From an optimization exercise on the open Yosys and OpenROAD flow, aimed at small area; shortcuts taken in it are not production practice.
Only simulation tests tie the RTL to the original design; equivalence was not proved.
Power figures rest on the tool's default switching activity, not on a simulated workload.

// rgb_led
module rgb_led(
	input  clk,
	input  rst,
	input  tick,
	output [10:0] ledc,
	output [2:0] leda
);
Size: about 4000 cells after synthesis.
Settings: LEC_CHECK=0, CAP_MARGIN=20, CORE_MARGIN=2, CORE_UTILIZATION=60, CTS_BUF_LIST=sky130_fd_sc_hd__clkbuf_4 sky130_fd_sc_hd__clkbuf_8, GPL_TIMING_DRIVEN=0, PLACE_DENSITY=0.7, SLEW_MARGIN=20; clock period 5.0 ns.
run.sh (not shown) runs the stock make flow with config.mk's settings and CLKGATE_MAP_FILE= SYNTH_SCRIPT=/design/flow/synth_recipe.tcl, a recipe that flattens the netlist after the stock synthesis.
Change:
CORE_UTILIZATION = 40   (was 60)
CTS_BUF_LIST = default   (was sky130_fd_sc_hd__clkbuf_4 sky130_fd_sc_hd__clkbuf_8)
PLACE_DENSITY = 0.6   (was 0.7)
Outcome: Combinational power grows by about 2%; wire length grows by 2.8%; core utilization falls by 23 points; cell area grows by about 1.9%; setup slack improves by 0.029 ns; clock-buffer cell count shrinks by 98; via count goes down by 2.1%; die area is higher by 49%; area after synthesis does not change.

---

Setup of run A:
rgb_led, a different RTL version from the one above (not shown whole).
For scale: roughly 2500 cells after synthesis, ~32000 um2 of cells after synthesis.
==> flow/config.mk <==
export PLATFORM = sky130hd
export DESIGN_NAME = rgb_led
export DESIGN_NICKNAME = rgb_led
export VERILOG_FILES = /design/flow/design.v
export SDC_FILE = /design/flow/constraint.sdc
export NUM_CORES = 4
export LEC_CHECK = 0
export CAP_MARGIN = 20
export CORE_MARGIN = 2
export CORE_UTILIZATION = 55
export CTS_CLUSTER_DIAMETER = 140
export CTS_CLUSTER_SIZE = 22
export GPL_TIMING_DRIVEN = 0
export PLACE_DENSITY = 0.65
export SLEW_MARGIN = 20
export SYNTH_HIERARCHICAL = 1
export SYNTH_MINIMUM_KEEP_SIZE = 0
==> flow/constraint.sdc <==
create_clock -name core_clock -period 5.0 [get_ports {clk}]
set_input_delay 1.0000 -clock core_clock [delete_from_list [all_inputs] [get_ports {clk}]]
set_output_delay 1.0000 -clock core_clock [all_outputs]
set_load 0.01 [all_outputs]
diff inputs: run A => run B
- a change of CTS_CLUSTER_SIZE from 22 to 14
- a change of CTS_CLUSTER_DIAMETER from 140 to 80
- an added CTS_BUF_LIST of sky130_fd_sc_hd__clkbuf_8
==> notes.md <==
Compared with run A, in run B non-clock buffer count now sits lower, clock skew now sits higher, combinational power now sits at about the same level, post-layout minimum cycle time now sits higher, final cell count now sits higher.
The final reports for run B and run A show post-route cell area lower in the former.
As far as final sequential cell count goes, run A and run B are indistinguishable; the numbers are identical.
Lower post-layout utilization of the core was reported by run B, not run A.
Clock network power share was higher in run A than in run B.
From run A to run B the numbers moved as follows: total length of routed wires now sits higher; total power now sits lower.
## Diff of input files: run C against run B
- CORE_UTILIZATION now 72, was 55
- PLACE_DENSITY now 0.8, was 0.65
## What came out
Measured against run B, the area inside the core boundary of run C comes out at 0.76 times the reference value. Run C ends up with lower post-route worst setup slack than run B does. Compared with run B, run C shows global-route wire length before repair lower by 1.5%. The number of filler cells placed in the layout in run C is 0.58 times that in run B. Run C — clock-buffer cell count about 3.6% higher, run B as reference. met2 routed wirelength for run C: 680 um down relative to run B. The layout overhead on the synthesized area of run C falls short of that of run B by 0.76 points. Run C — highest cell delay on the worst timing path 0.02 ns higher, run B as reference. Run B and run C ended up with nearly the same total number of nets in the final design. Power attributed to combinational cells across run B and run C: no real change.
Input-level comparison between run D and run C:
- swapping 0.8 for 0.7 in PLACE_DENSITY
- swapping 72 for 60 in CORE_UTILIZATION
- swapping 80 for 60 in CTS_CLUSTER_DIAMETER
- swapping 14 for 32 in CTS_CLUSTER_SIZE
- clearing CTS_BUF_LIST, which used to be sky130_fd_sc_hd__clkbuf_8
Delta (run D minus run C): final non-filler cell area grew by about 2.8%, combinational cell power held steady, final clock period utilization by the worst path shrank by 0.88 points.
Between run C and run D, total routed wirelength is lower for run C, run D comes in above that.
Against run C, detailed-route via count in run D came out better.
Run D against run C; total CTS buffers is down by more than 10%.
#### Input delta (run E over run D)
- changing CORE_UTILIZATION from 60 to 55
- changing PLACE_DENSITY from 0.7 to 0.65
- changing CTS_CLUSTER_DIAMETER from 60 to 100
- changing CTS_CLUSTER_SIZE from 32 to 20
Findings:
Comparing run E and run D, the higher relative area of clock buffers and inverters in the final design was measured on run D. Run E: routed wire length higher than run D. Taking run D as the reference point, the signed area change from the synthesized netlist to the final layout of run E falls by 1.2 points. Global-route usage | run E below run D. Run comparison: run D cell with the biggest individual delay on the critical path sky130_fd_sc_hd__dfxtp_4; run E cell with the biggest individual delay on the critical path sky130_fd_sc_hd__fa_1. Going from run D to run E, switching power as a share of total power shrinks by 1.1 points. Delta (run E minus run D): final design area excluding fillers shows a reduction of 1.1%; vertical die dimension shows an increase of 4.4%.

==> port drivers added, routing unchanged <==
In the flow no input, the clock included, has a driving cell. The finished layouts below were timed again as built, in two steps. Step 1, drivers: a clkbuf_16 drives clk and a buf_2 each remaining input, both assumed. Step 2 times the ports against the registers' clock, not the clock port: input delays grow and output delays shrink by t, the midpoint of the rising clock arrivals with the driver on. Three values: ideal, step 1, step 2; two values: the first two.
run	shift t [ns]	slack for setup (ns)	worst setup path after step 2	worst register clock-pin slew, ns	worst data-port slew with drivers (ns)
the first run of note 1	0.843	0.070 / 0.070 / 0.070	register to register	0.06 / 0.06	0.03
the second run of note 1	0.725	0.099 / 0.099 / 0.099	register to register	0.07 / 0.07	0.04
run A	0.627	0.156 / 0.156 / 0.156	register to register	0.10 / 0.10	0.04
run B	0.739	0.144 / 0.144 / 0.144	register to register	0.10 / 0.10	0.04
run C	0.738	0.106 / 0.106 / 0.106	register to register	0.10 / 0.10	0.05
run D	0.658	0.150 / 0.150 / 0.150	register to register	0.11 / 0.11	0.04
run E	0.645	0.143 / 0.143 / 0.143	register to register	0.09 / 0.09	0.04
After both steps setup and hold are still met in every run listed.
